Source: an optimization exercise on an open RTL-to-GDS flow (aim: small area, a short achievable clock period and few clock cycles per item). Production flows keep margins and buffers that such runs may drop.
RTL that was checked went through simulation tests only; none was proved equivalent to the original.

## the previous run
## layer
module layer #(
    parameter integer WIDTH     = 16,
    parameter integer ACC_WIDTH = 22
)(
    input  logic              clk,
    input  logic              rst_n,
    input  logic              start,
    input  logic signed [WIDTH-1:0] x_in,
    output logic              ready,
    output logic              debug_bit,
    output logic signed [WIDTH-1:0]     y_out,
    output logic signed [ACC_WIDTH-1:0] acc_out
);
Settings: LEC_CHECK=0, CAP_MARGIN=20, CORE_MARGIN=2, CORE_UTILIZATION=40, CTS_BUF_LIST=sky130_fd_sc_hd__clkbuf_4 sky130_fd_sc_hd__clkbuf_8, SLEW_MARGIN=20, SYNTH_HIERARCHICAL=1, SYNTH_MINIMUM_KEEP_SIZE=0; clock period 10.0 ns.
standard.sh (not shown) runs the stock make flow with config.mk's settings and CLKGATE_MAP_FILE= SYNTH_SCRIPT=/design/flow/synth_recipe.tcl, a recipe that flattens the netlist after the stock synthesis.
==> flow/flow/run.sh <==
#!/bin/bash
# The standard layout (the standard.sh), in three parts:
#  1. the standard synthesis;
#  3. the rest of the standard flow, with timing repair aimed at a setup
#     slack margin of 6.6 ns and free to resize cells across footprints, so
#     that it buffers and sizes up what the critical paths need. The SDC,
#     clock period and I/O constraints are unchanged.
set -euo pipefail
bash standard.sh synth > synth.log 2>&1
openroad -no_init -exit flow/presize.tcl > presize.log 2>&1
bash standard.sh SETUP_SLACK_MARGIN=6.6 MATCH_CELL_FOOTPRINT=0 finish > standard.log 2>&1
==> flow/flow/presize.tcl <==
# After the standard synthesis, before the standard floorplan:
#  - take out the buffers ABC put in (the layout's repair buffers what it needs);
#  - give flip-flops that drive many loads a stronger drive (same cell type,
#    dfxtp_1 -> dfxtp_2 or dfxtp_4).
set odb orfs/results/sky130hd/layer/base/1_synth.odb
read_db $odb
read_liberty $::env(FLOW_HOME)/platforms/sky130hd/lib/sky130_fd_sc_hd__tt_025C_1v80.lib
remove_buffers
set db [ord::get_db]
set block [ord::get_db_block]
set aoi1 [$db findMaster sky130_fd_sc_hd__a22oi_1]
set ff2 [$db findMaster sky130_fd_sc_hd__dfxtp_2]
set ff4 [$db findMaster sky130_fd_sc_hd__dfxtp_4]
set n 0
set f2 0
set f4 0
foreach inst [$block getInsts] {
  set m [[$inst getMaster] getName]
  if {$m eq "sky130_fd_sc_hd__a22oi_2"} {
    $inst swapMaster $aoi1
    incr n
  } elseif {$m eq "sky130_fd_sc_hd__dfxtp_1"} {
    set q [$inst findITerm Q]
    set net [$q getNet]
    if {$net eq "NULL"} { continue }
    set loads [expr {[llength [$net getITerms]] - 1 + [llength [$net getBTerms]]}]
    if {$loads >= 12} {
      $inst swapMaster $ff4
      incr f4
    } elseif {$loads >= 6} {
      $inst swapMaster $ff2
      incr f2
    }
  }
}
puts "a22oi_2 -> a22oi_1: $n; dfxtp_1 -> dfxtp_2: $f2, -> dfxtp_4: $f4"
write_db $odb
The previous run reached the end of the flow, and the finished layout is clean on the timing, design-rule and antenna checks.
Testbench counts of the previous run, summed over its fixed seeds: cycles 8,840, items 384.
### the previous run -> the current run
==> flow/flow/run.sh <==
#!/bin/bash
# The standard layout (the standard.sh), in three parts:
#  1. the standard synthesis;
#  3. the rest of the standard flow, with timing repair aimed at a setup
#     slack margin of 6.85 ns and free to resize cells across footprints, so
#     that it buffers and sizes up what the critical paths need. The SDC,
#     clock period and I/O constraints are unchanged.
set -euo pipefail
bash standard.sh synth > synth.log 2>&1
openroad -no_init -exit flow/presize.tcl > presize.log 2>&1
bash standard.sh SETUP_SLACK_MARGIN=6.85 MATCH_CELL_FOOTPRINT=0 finish > standard.log 2>&1
### Flow results
- Going from the previous run to the current run, placer's final routability congestion estimate shrank by about 1.6%; area occupied by registers held steady; post-layout instance count excluding filler cells grew by 0.92%; worst setup margin shrank by 0.040 ns.
- On post-layout instance area, the previous run beats the current run.

========
## 09-28
Another version of the RTL of layer (not shown whole).
Size: ~2,300 cells after synthesis, roughly 25,000 um^2 of cells after synthesis.
==> flow/config.mk <==
export PLATFORM = sky130hd
export DESIGN_NAME = layer
export DESIGN_NICKNAME = layer
export VERILOG_FILES = /design/flow/design.v
export SDC_FILE = /design/flow/constraint.sdc
export NUM_CORES = 4
export LEC_CHECK = 0
export CAP_MARGIN = 20
export CORE_MARGIN = 2
export CORE_UTILIZATION = 40
export CTS_BUF_LIST = sky130_fd_sc_hd__clkbuf_4 sky130_fd_sc_hd__clkbuf_8
export SLEW_MARGIN = 20
export SYNTH_HIERARCHICAL = 1
export SYNTH_MINIMUM_KEEP_SIZE = 0
==> flow/constraint.sdc <==
create_clock -name core_clock -period 10.0 [get_ports {clk}]
set_input_delay 2.0000 -clock core_clock [delete_from_list [all_inputs] [get_ports {clk}]]
set_output_delay 2.0000 -clock core_clock [all_outputs]
set_load 0.01 [all_outputs]
==> flow/flow/run.sh <==
#!/bin/bash
# The standard layout (the standard.sh), in three parts:
#  1. the standard synthesis;
#  3. the rest of the standard flow, with timing repair aimed at a setup
#     slack margin of 6.6 ns and free to resize cells across footprints, so
#     that it sizes up again the cells on critical paths. The SDC, clock
#     period and I/O constraints are unchanged.
set -euo pipefail
bash standard.sh synth > synth.log 2>&1
openroad -no_init -exit flow/downsize.tcl > downsize.log 2>&1
bash standard.sh SETUP_SLACK_MARGIN=6.6 MATCH_CELL_FOOTPRINT=0 finish > standard.log 2>&1
==> flow/flow/downsize.tcl <==
set odb orfs/results/sky130hd/layer/base/1_synth.odb
read_db $odb
set db [ord::get_db]
set block [ord::get_db_block]
set to [$db findMaster sky130_fd_sc_hd__a22oi_1]
set n 0
foreach inst [$block getInsts] {
  if {[[$inst getMaster] getName] eq "sky130_fd_sc_hd__a22oi_2"} {
    $inst swapMaster $to
    incr n
  }
}
puts "downsized $n a22oi_2 to a22oi_1"
write_db $odb
--- input diff 09-28..09-11 ---
==> flow/flow/run.sh <==
#!/bin/bash
# The standard layout (the standard.sh: ORFS synthesis to final layout),
# with timing repair aimed at a setup slack margin of 6.6 ns, i.e. paths of
# at most 3.4 ns; the SDC, clock period and I/O constraints are unchanged.
set -euo pipefail
bash standard.sh SETUP_SLACK_MARGIN=6.6 finish > standard.log 2>&1
==> results.txt <==
Taking 09-28 as the reference, in 09-11 share of final-layout standard cells stronger than drive strength 1 higher; total of fill cells in the finished design picked up an extra 252; setup slack went down. 09-11 — routed wire length 2900 um higher, 09-28 as reference.
No run of this note included a check of the RTL's function; only the layout flow was run.

==> port drivers added, routing unchanged <==
The results above use ideal ports. As a check the final layouts listed here were re-extracted and re-timed, cells and wires unchanged.
Step 1, drivers: a clkbuf_16 drives clk and a buf_2 each remaining input, both assumed.
Step 2 times the ports against the registers' clock, not the clock port: input delays grow and output delays shrink by t, the midpoint of the rising clock arrivals with the driver on.
Three values: ideal, step 1, step 2; two values: the first two.
| run | t (ns) | setup slack, ns | worst hold slack (ns) | worst setup path after step 2 |
|---|---|---|---|---|
| the previous run | 0.695 | 6.638 / 6.638 / 6.555 | 0.319 / 0.319 / 0.319 | input to register |
| the current run | 0.692 | 6.598 / 6.598 / 6.598 | 0.317 / 0.317 / 0.317 | register to register |
| 09-28 | 0.697 | 5.452 / 5.452 / 5.452 | 0.319 / 0.319 / 0.319 | register to register |
| 09-11 | 0.711 | 5.397 / 5.397 / 5.397 | 0.312 / 0.312 / 0.312 | register to register |
After both steps every run listed still meets setup and hold. For the previous run, which loses most, drivers alone change the setup slack by 0.000 ns; drivers and shift together by -0.083 ns.
